This design comes from an exercise in tuning for small area, a short achievable clock period and few clock cycles on the open sky130 flow, not from production work.
The RTL was checked by simulation tests, not by an equivalence proof against the original design.
No driver is modelled on the clock port, so clocking that relies on it looks cheaper here than on a real chip.

== try-quartz ==
// tpu_top
module tpu_top#(
	parameter ARRAY_SIZE = 8,
	parameter SRAM_DATA_WIDTH = 32,
	parameter DATA_WIDTH = 8,
	parameter OUTPUT_DATA_WIDTH = 16
)
(
	input clk,
	input srstn,
	input tpu_start,
	input [SRAM_DATA_WIDTH-1:0] sram_rdata_w0,
	input [SRAM_DATA_WIDTH-1:0] sram_rdata_w1,
	input [SRAM_DATA_WIDTH-1:0] sram_rdata_d0,
	input [SRAM_DATA_WIDTH-1:0] sram_rdata_d1,
	output [9:0] sram_raddr_w0,
	output [9:0] sram_raddr_w1,
	output [9:0] sram_raddr_d0,
	output [9:0] sram_raddr_d1,
	output sram_write_enable_a0,
	output [ARRAY_SIZE*OUTPUT_DATA_WIDTH-1:0] sram_wdata_a,
	output [5:0] sram_waddr_a,
	output sram_write_enable_b0,
	output [ARRAY_SIZE*OUTPUT_DATA_WIDTH-1:0] sram_wdata_b,
	output [5:0] sram_waddr_b,
	output sram_write_enable_c0,
	output [ARRAY_SIZE*OUTPUT_DATA_WIDTH-1:0] sram_wdata_c,
	output [5:0] sram_waddr_c,
	output tpu_done
);
export LEC_CHECK = 0
export CAP_MARGIN = 20
export CORE_MARGIN = 2
export CORE_UTILIZATION = 55
export CTS_BUF_LIST = sky130_fd_sc_hd__clkbuf_8
export SETUP_SLACK_MARGIN = 5
export SLEW_MARGIN = 20
export SYNTH_HIERARCHICAL = 1
create_clock -name core_clock -period 9.0 [get_ports {clk}]
standard.sh (not shown) runs the stock make flow with config.mk's settings and CLKGATE_MAP_FILE= SYNTH_SCRIPT=/design/flow/synth_recipe.tcl, a recipe that flattens the netlist after the stock synthesis.
==> flow/flow/run.sh <==
#!/bin/bash
set -euo pipefail
MARGIN=$(cat flow/margin.txt)
bash standard.sh SETUP_SLACK_MARGIN=$MARGIN finish > standard_flow.log 2>&1
==> flow/flow/margin.txt <==
5.5
try-quartz finished every step from synthesis to the final layout, and the layout passed the timing, design-rule and antenna checks.
Testbench counts of try-quartz, summed over its fixed seeds: cycles 4,032.
What try-ember does differently from try-quartz at the input level:
Settings: CORE_UTILIZATION changed from 55 to 65; CTS_BUF_LIST removed (was sky130_fd_sc_hd__clkbuf_8).
Findings:
Per the final summary, try-ember finished and its layout is clean on timing, DRC and antenna.
Taking try-quartz as the reference, in try-ember proportion of layout cells with a drive suffix above 1 has decreased, largest stage delay on the critical path has decreased.
Comparing try-quartz and try-ember, global-route usage is lower on try-quartz.
There was hardly any difference in post-synthesis cell count between try-ember and try-quartz.
Run comparison: try-ember end point of the critical path sram_wdata_a[62]; try-quartz end point of the critical path sram_wdata_a[48]
Re average instance area after synthesis: no difference whatsoever between try-ember and try-quartz.
Going from try-quartz to try-ember, the clock period minus worst slack was found to have gone down by 0.079 ns.
On wire length, the higher figure sits with try-quartz, not try-ember.
[inputs] try-zinc vs try-ember
Settings: changing CORE_UTILIZATION from 65 to 55.
--- outcome ---
Going from try-ember to try-zinc, routed length on met3 shrinks by 13%. Share of the clock period used by the worst path after layout of try-zinc is on par with try-ember. Worst hold slack is lower on try-ember. Core occupancy in the finished layout: try-zinc < try-ember. Comparing try-ember with try-zinc, the multi-input logic area came out essentially unchanged.
Input-level comparison between try-yarrow and try-zinc:
==> flow/flow/margin.txt <==
6.0
## What came out
- Diff try-zinc -> try-yarrow | fraction of layout instances using a drive strength above 1 | increase of 22 points
- Changes observed in try-yarrow relative to try-zinc: via count up 8302; routed length on met2 rose 22 mm; maximum single-stage delay on the critical path has increased.

---

tpu_top, a different RTL version from the one above (not shown whole).
Size: roughly 17,000 cells after synthesis, about 3,100 flip-flops, roughly 200,000 um^2 of cells after synthesis.
clock: 9.0 ns
lec_check: 0
cap_margin: 20
core_margin: 2
core_utilization: 55
place_density: 0.72
setup_slack_margin: 5
slew_margin: 20
synth_hierarchical: 1
==> flow/flow/margin.txt <==
5.75
Scripts as last shown in full above: flow/flow/run.sh
The starting point finished with timing, DRC and antenna clean.
Testbench counts at the start, summed over its fixed seeds: cycles 4,032.
Next try:
--- a/flow/flow/run.sh
+++ b/flow/flow/run.sh
@@ -3,0 +4,2 @@
+export IO_MARGIN=$(cat flow/io_margin.txt)
+export POST_CTS_TCL=$(pwd)/flow/post_cts.tcl
==> flow/flow/io_margin.txt (new file) <==
6.2
==> flow/flow/margin.txt (replaced) <==
5.5
==> flow/flow/post_cts.tcl (new file) <==
# Runs at the end of ORFS's CTS step (POST_CTS_TCL). The cells that feed the
# partial-sum registers of the MAC array are held fixed, and timing repair
# runs once more, with a larger setup margin, on everything else: the
# read-out of the bottom row, the output registers and port buffers, and
# the logic behind the input ports.
set mac_cells [all_fanin -to [get_pins -hierarchical {systolic.pr*/D systolic.kr*/D}] -only_cells -flat]
puts "post_cts: holding [llength $mac_cells] cells of the MAC array"
set_dont_touch $mac_cells
repair_timing -setup -setup_margin $::env(IO_MARGIN) -repair_tns 100 -match_cell_footprint -verbose
unset_dont_touch $mac_cells
detailed_placement
check_placement -verbose
report_worst_slack -max
PLACE_DENSITY = unset   (was 0.72)
Result: The changed run died in clock tree synthesis (4_1_cts). Synthesized cell count is unchanged. Synthesized area is unchanged.
Next try:
==> flow/flow/run.sh (replaced) <==
#!/bin/bash
set -euo pipefail
MARGIN=$(cat flow/margin.txt)
bash standard.sh SETUP_SLACK_MARGIN=$MARGIN finish > standard_flow.log 2>&1
CORE_UTILIZATION = 65   (was 55)
removed: flow/flow/io_margin.txt
removed: flow/flow/post_cts.tcl
The new run produced a clean layout.
Area after synthesis does not change.
Synthesized cell count does not change.
Next try:
==> flow/flow/margin.txt (replaced) <==
5.75
CORE_UTILIZATION = 55   (was 65)
What happened: The changed run completed with no timing, DRC or antenna violations; first-iteration DRC count goes down by 16%; synthesized cell count does not change; non-clock buffer count increases by 113; count of clock-buffer cells in the layout came out lower by 1; final area grows by 1.9%; setup slack gets better by 0.16 ns; cell count rises by 3.7%; utilization is lower by 9.5 points.
Next try:
--- a/flow/flow/run.sh
+++ b/flow/flow/run.sh
@@ -3,0 +4,2 @@
+export IO_MARGIN=$(cat flow/io_margin.txt)
+export POST_CTS_TCL=$(pwd)/flow/post_cts.tcl
==> flow/flow/io_margin.txt (new file) <==
6.2
==> flow/flow/margin.txt (replaced) <==
5.5
==> flow/flow/post_cts.tcl (new file) <==
# Runs at the end of ORFS's CTS step (POST_CTS_TCL). The cells that feed the
# partial-sum registers of the MAC array are held fixed, and timing repair
# runs once more, with a larger setup margin, on everything else: the
# read-out of the bottom row, the output registers and port buffers, and
# the logic behind the input ports.
set mac_cells [get_fanin -to [get_pins -hierarchical {systolic.pr*/D systolic.kr*/D}] -only_cells -flat]
puts "post_cts: holding [llength $mac_cells] cells of the MAC array"
set_dont_touch $mac_cells
repair_timing -setup -setup_margin $::env(IO_MARGIN) -repair_tns 100 -match_cell_footprint -verbose
unset_dont_touch $mac_cells
detailed_placement
check_placement -verbose
report_worst_slack -max
What happened:
- Now the flow ended with an error in clock tree synthesis (4_1_cts), error RSZ-3006
- synthesized area stays the same
- synthesized cell count is unchanged
Next try:
==> flow/flow/run.sh (replaced) <==
#!/bin/bash
# The standard layout (the standard.sh, unchanged synthesis), with
#  - the clock port placed at the middle of the bottom edge (pre_io.tcl,
#    run by ORFS just before its pin placement), so that the clock tree
#    starts near the middle of the design instead of at a corner.
set -euo pipefail
MARGIN=$(cat flow/margin.txt)
export PRE_IO_PLACEMENT_TCL=$(pwd)/flow/pre_io.tcl
bash standard.sh SETUP_SLACK_MARGIN=$MARGIN finish > standard_flow.log 2>&1
==> flow/flow/pre_io.tcl (new file) <==
# Keep the clock port within 10 um of the middle of the bottom edge.
set block [ord::get_db_block]
set dbu [$block getDbUnitsPerMicron]
set die [$block getDieArea]
set mid [expr {([$die xMin] + [$die xMax]) / 2.0 / $dbu}]
set lo [expr {$mid - 10}]
set hi [expr {$mid + 10}]
puts "pre_io: clock port on bottom:$lo-$hi"
set_io_pin_constraint -pin_names {clk} -region bottom:$lo-$hi
removed: flow/flow/io_margin.txt
removed: flow/flow/post_cts.tcl
- With this change the flow finished with timing, DRC and antenna clean
- area after synthesis is unchanged
- synthesized cell count does not change

-- separate check: timing with driven ports --
The flow's constraints put no driver on any port. The routed layouts listed below were extracted and timed again, unchanged, in two steps.
Step 1 assumes that a clkbuf_16 drives the clock port and a buf_2 every other input.
Step 2 adds t to the input delays and takes it off the output delays; t is the mean of the earliest and latest rising clock arrival at the registers after step 1. Input paths then give back, and output paths get back, about the clock's delay inside the block.
Three values: ideal ports, drivers, drivers and shift; two values: the first two.
run	t, ns	setup WS [ns]	worst hold slack (ns)	slew at the worst register clock pin (ns)	cell pins on the clock port's net
try-quartz	1.256	5.447 / 5.348 / 4.595	0.389 / 0.389 / 0.389	0.07 / 0.07	1
try-ember	1.031	5.525 / 5.411 / 4.645	0.389 / 0.389 / 0.389	0.07 / 0.07	1
try-zinc	1.014	5.534 / 5.434 / 4.590	0.405 / 0.405 / 0.405	0.07 / 0.07	1
try-yarrow	1.025	5.650 / 5.548 / 5.027	0.353 / 0.353 / 0.353	0.07 / 0.07	1
the first run of note 2	1.043	5.517 / 5.409 / 4.863	0.402 / 0.402 / 0.402	0.07 / 0.07	1
the third run of note 2	1.028	5.477 / 5.404 / 4.675	0.391 / 0.391 / 0.391	0.07 / 0.07	1
the fourth run of note 2	1.034	5.632 / 5.528 / 4.918	0.375 / 0.375 / 0.375	0.07 / 0.07	1
the sixth run of note 2	0.998	5.528 / 5.449 / 4.698	0.397 / 0.397 / 0.397	0.07 / 0.07	1
After both steps setup and hold are still met in every run listed. For try-zinc, which loses most, drivers alone change the setup slack by -0.100 ns; drivers and shift together by -0.944 ns.
